This design comes from an exercise in tuning for small area on the open sky130 flow, not from production work. Only simulation tests tie the RTL to the original design; equivalence was not proved. The flow treats the clock pin as an ideal source, which a real chip does not have.

==> inputs of garnet <==
==> flow/design.v <==
`timescale 1ns / 1ps
module uart (
    input  logic       rst,
    input  logic       clk,
    input  logic       rd_en,
    input  logic       rx,
    output logic       full,
    output logic       empty,
    output logic [7:0] fifo_data_out,
    output logic       tx
);
    localparam int BAUD = 50000000 / 115200;   
    localparam logic [1:0] R_IDLE = 2'd0, R_START = 2'd1, R_DATA = 2'd2, R_STOP = 2'd3;
    logic [1:0] rs;
    logic [8:0] rc;
    logic [8:0] sr;          
    logic       rq1, rq2, rq3;   
    logic       pend, late;  
    logic       rterm;
    localparam logic [8:0] C_T = 9'd104, C_R = 9'd209, C_K = 9'd404, C_S = 9'd360;
    assign rterm = (rc == C_T);
    always_ff @(posedge clk or negedge rst) begin
        if (!rst) begin
            rs  <= R_IDLE;
            rq1 <= 1'b0;
            rq2 <= 1'b0;
            rq3 <= 1'b0;
        end else begin
            rq1 <= (rs == R_STOP);
            rq2 <= rq1;
            rq3 <= rq2;
            case (rs)
                R_IDLE:  if (!rx) rs <= R_START;
                R_START: if (rterm) rs <= R_DATA;
                R_DATA:  if (rterm && sr[0]) rs <= R_STOP;
                default: rs <= R_IDLE;
            endcase
        end
    end
    always_ff @(posedge clk) begin
        if (rs == R_IDLE) rc <= C_K;
        else rc <= {rc[7:0], rc[8] ^ rc[4] ^ rterm};
    end
    always_ff @(posedge clk) begin
        if (rs == R_START && rterm) sr <= 9'b1_0000_0000;
        else if (rs == R_DATA && rterm && !sr[0]) sr <= {rx, sr[8:1]};
    end
    logic       dr, cr;
    logic [3:0] h, t;
    logic       fl;
    logic       eq, wr_ev, rd_ev, ins;
    logic [7:0] ring [16];
    assign eq    = (h == t);
    assign full  = eq & fl;
    assign empty = eq & ~fl;
    assign wr_ev = rq3 & ~full;
    assign rd_ev = cr & ~empty;
    assign ins   = pend & (late ? (t == 4'd0) : ((t == 4'd15) & ~full));
    always_ff @(posedge clk or negedge rst) begin
        if (!rst) begin
            dr <= 1'b0;
            cr <= 1'b0;
            h <= 4'd0;
            t <= 4'd0;
            fl <= 1'b0;
            pend <= 1'b0;
            late <= 1'b0;
            fifo_data_out <= 8'd0;
        end else begin
            dr <= rd_en;
            cr <= dr & ~rd_en;
            h <= h + 4'd1 + {3'd0, rd_ev};
            t <= t + 4'd1 + {3'd0, wr_ev};
            if (wr_ev && !rd_ev) fl <= 1'b1;
            else if (rd_ev && !wr_ev) fl <= 1'b0;
            if (rs == R_DATA && rterm && sr[1]) pend <= 1'b1;
            else if (ins) pend <= 1'b0;
            if (ins) late <= 1'b0;
            else if (wr_ev && pend) late <= 1'b1;
            if (rd_ev) fifo_data_out <= rdata;
        end
    end
    logic [7:0] m1 [4];
    logic [7:0] rdata;
    always_comb begin
        for (int j = 0; j < 4; j++)
            m1[j] = h[1] ? (h[0] ? ring[4*j+3] : ring[4*j+2]) : (h[0] ? ring[4*j+1] : ring[4*j]);
        rdata = h[3] ? (h[2] ? m1[3] : m1[2]) : (h[2] ? m1[1] : m1[0]);
    end
    always_ff @(posedge clk) begin
        ring[0] <= ins ? sr[8:1] : ring[15];
        for (int i = 1; i < 16; i++) ring[i] <= ring[i-1];
    end
    logic eqp, rise;
    always_ff @(posedge clk or negedge rst) begin
        if (!rst) eqp <= 1'b0;
        else eqp <= eq;
    end
    assign rise = eq & ~eqp;
    localparam logic [3:0] T_IDLE = 4'b1000, T_PF = 4'b1111, T_PE = 4'b0111,
        T_SF = 4'b0000, T_SE = 4'b0001,
        T_D0F = 4'b0010, T_D0E = 4'b1001, T_D1F = 4'b1010, T_D1E = 4'b0011,
        T_D2 = 4'b1011, T_D3 = 4'b0100, T_D4 = 4'b0101, T_D5 = 4'b1100,
        T_D6 = 4'b1101, T_D7 = 4'b0110, T_D8 = 4'b1110;
    localparam logic [8:0] C_P = 9'd308;   
    logic [3:0] ts, ts_nx;
    logic [8:0] tc;
    logic       tterm, tpre, tfree;
    assign tterm = (tc == C_T);
    assign tfree = (ts == T_IDLE) | ((ts == T_PF) | (ts == T_PE));
    assign tpre  = rise & ((ts == T_IDLE) | ((ts == T_D8) & (tterm | (tc == C_P))));
    assign tx    = ts[3] | (ts[2:0] == 3'b111);
    always_comb begin
        case (ts)
            T_PF:    ts_nx = T_SF;
            T_PE:    ts_nx = T_SE;
            T_SF:    ts_nx = T_D0F;
            T_SE:    ts_nx = T_D0E;
            T_D0F:   ts_nx = T_D1F;
            T_D0E:   ts_nx = T_D1E;
            T_D1F:   ts_nx = T_D2;
            T_D1E:   ts_nx = T_D2;
            T_D2:    ts_nx = T_D3;
            T_D3:    ts_nx = T_D4;
            T_D4:    ts_nx = T_D5;
            T_D5:    ts_nx = T_D6;
            T_D6:    ts_nx = T_D7;
            T_D7:    ts_nx = T_D8;
            default: ts_nx = T_IDLE;
        endcase
    end
    always_ff @(posedge clk or negedge rst) begin
        if (!rst) begin
            ts <= T_IDLE;
        end else begin
            if (tpre) ts <= full ? T_PF : T_PE;
            else if (ts == T_PF || ts == T_PE || (ts != T_IDLE && tterm)) ts <= ts_nx;
        end
    end
    always_ff @(posedge clk) begin
        if (tfree) tc <= C_S;
        else tc <= {tc[7:0], tc[8] ^ tc[4] ^ tterm};
    end
endmodule
==> flow/flow/run.sh <==
#!/bin/bash
# The standard layout (standard.sh), with three changes:
#  - synthesis maps logic with an area-oriented ABC script (flow/abc_map.script)
#    and without the half/full-adder extraction step;
#  - clock tree built from clkbuf_8 cells, without dummy loads;
#  - port buffers are buf_1.
set -euo pipefail
rm -rf scripts_area
cp -r "$FLOW_HOME/scripts" scripts_area
cp flow/abc_map.script scripts_area/abc_speed.script
export SCRIPTS_DIR="$PWD/scripts_area"
export ADDER_MAP_FILE=
export CTS_ARGS="-sink_clustering_enable -repair_clock_nets -dont_use_dummy_load -buf_list sky130_fd_sc_hd__clkbuf_8"
export BUFFER_PORTS_ARGS="-buffer_cell sky130_fd_sc_hd__buf_1"
bash standard.sh > standard.log 2>&1
==> flow/flow/abc_map.script <==
&get -n
&st
&dch
&nf -R 1000 -p
&st
&syn2
&if -g -K 6
&synch2
&nf -R 1000 -p
&st
&syn2
&if -g -K 6
&synch2
&nf -R 1000 -p
&st
&syn3
&synch2
&nf -R 1000 -p -F 8 -A 4 -a
&put
==> flow/standard.sh <==
#!/bin/bash
# synth_recipe.tcl (not shown) runs the flow's synth.tcl, then flattens the netlist and writes it again
# the make line also repeats each setting of config.mk as NAME=value (left out here)
make -C /OpenROAD-flow-scripts/flow DESIGN_CONFIG=/design/flow/config.mk WORK_HOME=/design/flow/orfs CLKGATE_MAP_FILE= SYNTH_SCRIPT=/design/flow/synth_recipe.tcl "${@:-finish}"
==> flow/config.mk <==
export PLATFORM = sky130hd
export DESIGN_NAME = uart
export DESIGN_NICKNAME = uart
export VERILOG_FILES = /design/flow/design.v
export SDC_FILE = /design/flow/constraint.sdc
export NUM_CORES = 4
export LEC_CHECK = 0
export CAP_MARGIN = 20
export CORE_MARGIN = 2
export CORE_UTILIZATION = 40
export SLEW_MARGIN = 20
==> flow/constraint.sdc <==
create_clock -name core_clock -period 5.0 [get_ports {clk}]
set_input_delay 1.0000 -clock core_clock [delete_from_list [all_inputs] [get_ports {clk}]]
set_output_delay 1.0000 -clock core_clock [all_outputs]
set_load 0.01 [all_outputs]
==> quartz (differences from garnet) <==
--- a/flow/design.v
+++ b/flow/design.v
@@ -24,3 +24,2 @@
             rs  <= R_IDLE;
-            rq1 <= 1'b0;
             rq2 <= 1'b0;
@@ -28,3 +27,2 @@
         end else begin
-            rq1 <= (rs == R_STOP);
             rq2 <= rq1;
@@ -39,2 +37,3 @@
     end
+    always_ff @(posedge clk) rq1 <= (rs == R_STOP);
     always_ff @(posedge clk) begin
@@ -58,2 +57,3 @@
     assign ins   = pend & (late ? (t == 4'd0) : ((t == 4'd15) & ~full));
+    always_ff @(posedge clk) cr <= dr & ~rd_en;
     always_ff @(posedge clk or negedge rst) begin
@@ -61,3 +61,2 @@
             dr <= 1'b0;
-            cr <= 1'b0;
             h <= 4'd0;
@@ -70,3 +69,2 @@
             dr <= rd_en;
-            cr <= dr & ~rd_en;
             h <= h + 4'd1 + {3'd0, rd_ev};
@@ -99,7 +97,3 @@
     assign rise = eq & ~eqp;
-    localparam logic [3:0] T_IDLE = 4'b1000, T_PF = 4'b1111, T_PE = 4'b0111,
-        T_SF = 4'b0000, T_SE = 4'b0001,
-        T_D0F = 4'b0010, T_D0E = 4'b1001, T_D1F = 4'b1010, T_D1E = 4'b0011,
-        T_D2 = 4'b1011, T_D3 = 4'b0100, T_D4 = 4'b0101, T_D5 = 4'b1100,
-        T_D6 = 4'b1101, T_D7 = 4'b0110, T_D8 = 4'b1110;
+    localparam logic [3:0] T_IDLE = 4'd15, T_PF = 4'd14, T_PE = 4'd9, T_SF = 4'd13, T_SE = 4'd3, T_D0F = 4'd10, T_D0E = 4'd6, T_D1F = 4'd4, T_D1E = 4'd12, T_D2 = 4'd8, T_D3 = 4'd0, T_D4 = 4'd1, T_D5 = 4'd2, T_D6 = 4'd5, T_D7 = 4'd11, T_D8 = 4'd7;
     localparam logic [8:0] C_P = 9'd308;   
@@ -111,22 +105,16 @@
     assign tpre  = rise & ((ts == T_IDLE) | ((ts == T_D8) & (tterm | (tc == C_P))));
-    assign tx    = ts[3] | (ts[2:0] == 3'b111);
     always_comb begin
         case (ts)
-            T_PF:    ts_nx = T_SF;
-            T_PE:    ts_nx = T_SE;
-            T_SF:    ts_nx = T_D0F;
-            T_SE:    ts_nx = T_D0E;
-            T_D0F:   ts_nx = T_D1F;
-            T_D0E:   ts_nx = T_D1E;
-            T_D1F:   ts_nx = T_D2;
-            T_D1E:   ts_nx = T_D2;
-            T_D2:    ts_nx = T_D3;
-            T_D3:    ts_nx = T_D4;
-            T_D4:    ts_nx = T_D5;
-            T_D5:    ts_nx = T_D6;
-            T_D6:    ts_nx = T_D7;
-            T_D7:    ts_nx = T_D8;
-            default: ts_nx = T_IDLE;
+            T_D0E, T_D1F, T_D2, T_D5, T_D6, T_D8, T_IDLE, T_PE, T_PF: tx = 1'b1;
+            default: tx = 1'b0;
         endcase
     end
+    logic fb;
+    always_comb begin
+        case (ts)
+            T_PF, T_PE, T_D3, T_D5, T_D6, T_D7, T_D8: fb = 1'b1;
+            default: fb = 1'b0;
+        endcase
+    end
+    assign ts_nx = {ts[2:0], fb};
     always_ff @(posedge clk or negedge rst) begin
==> flow/flow/run.sh (replaced) <==
#!/bin/bash
# The standard layout (standard.sh), with these changes:
#  - synthesis maps logic with an area-oriented ABC script (flow/abc_map.script)
#    and without the half/full-adder extraction step;
#  - the clock tree is built from clkbuf_4 cells without dummy loads, and
#    flow/post_cts.tcl upsizes the leaf buffers that drive too much load;
#  - port buffers are buf_1.
set -euo pipefail
rm -rf scripts_area
cp -r "$FLOW_HOME/scripts" scripts_area
cp flow/abc_map.script scripts_area/abc_speed.script
export SCRIPTS_DIR="$PWD/scripts_area"
export ADDER_MAP_FILE=
export CTS_ARGS="-sink_clustering_enable -repair_clock_nets -dont_use_dummy_load -buf_list sky130_fd_sc_hd__clkbuf_4"
export POST_CTS_TCL="$PWD/flow/post_cts.tcl"
export BUFFER_PORTS_ARGS="-buffer_cell sky130_fd_sc_hd__buf_1"
bash standard.sh > standard.log 2>&1
==> flow/flow/post_cts.tcl (new file) <==
# Runs at the end of ORFS's CTS step (POST_CTS_TCL). The clock tree is built
# from clkbuf_4; a buffer whose flip-flop clock pins would see a slew
# above 0.115 ns (estimated from placement) is upsized to clkbuf_8.
estimate_parasitics -placement
set upsized 0
foreach inst [get_cells clkbuf_*] {
  if { [get_property $inst ref_name] ne "sky130_fd_sc_hd__clkbuf_4" } { continue }
  set net [get_nets -of_objects [get_pins [get_name $inst]/X]]
  set worst 0.0
  foreach p [get_pins -of_objects $net] {
    if { [get_property $p direction] eq "input" && [string match */CLK [get_full_name $p]] } {
      set s [get_property $p slew_max]
      if { $s > $worst } { set worst $s }
    }
  }
  if { $worst > 0.115 } {
    replace_cell $inst sky130_fd_sc_hd__clkbuf_8
    incr upsized
  }
  puts "post_cts: [get_name $inst] worst sink slew $worst"
}
puts "post_cts: upsized $upsized clock buffers to clkbuf_8"
if { $upsized > 0 } {
  detailed_placement
  check_placement -verbose
  estimate_parasitics -placement
}
CORE_UTILIZATION = 70   (was 40)
==> results_dict.tcl <==
set metrics [dict create \
    status "finished clean" \
    met1_usage 0.187 \
    cts_root_buf "clkbuf_8" \
    p_clk_frac 0.326 \
    synth_area_per_cell_um2 14.5 \
    fin_crit_sh 0.619 \
]
-- figures above: garnet

==> results_dict.tcl <==
set metrics [dict create \
    synthAdderAreaFrac 0 \
    grt_first_pass_wirelength_um 16400 \
    grt_pass1_vias 3278 \
    synth_area_per_cell_um2 14.4 \
    r2r-end "ring[0][1]" \
    status "finished clean" \
    fin_crit_sh 0.583 \
    met1_usage 0.320 \
]
-- figures above: quartz

[afterwards: timing with drivers on the ports]
How much do the figures lean on ideal ports? The routed layouts below were timed once more, with nothing changed but the port constraints.
Step 1 (the two cells are an assumption about what drives the block):
set clk [get_ports {clk}]
set_driving_cell -lib_cell sky130_fd_sc_hd__clkbuf_16 $clk
set_driving_cell -lib_cell sky130_fd_sc_hd__buf_2 [delete_from_list [all_inputs] $clk]
Step 2 moves the port delays by t, midway between the first and last clock arrival at a register: inputs arrive t later, outputs are due t later. That takes back most of the time a late clock gives input paths.
a / b / c = ideal / step 1 / step 2; a / b = the first two.
run | shift t [ns] | setup WS [ns] | hold slack, ns | clock arrival spread, ns
garnet | 0.467 | 1.905 / 1.870 / 2.196 | 0.348 / 0.348 / 0.348 | 0.023 / 0.023
quartz | 0.577 | 2.085 / 2.053 / 2.612 | 0.308 / 0.308 / 0.308 | 0.046 / 0.045
After both steps every run listed still meets setup and hold.
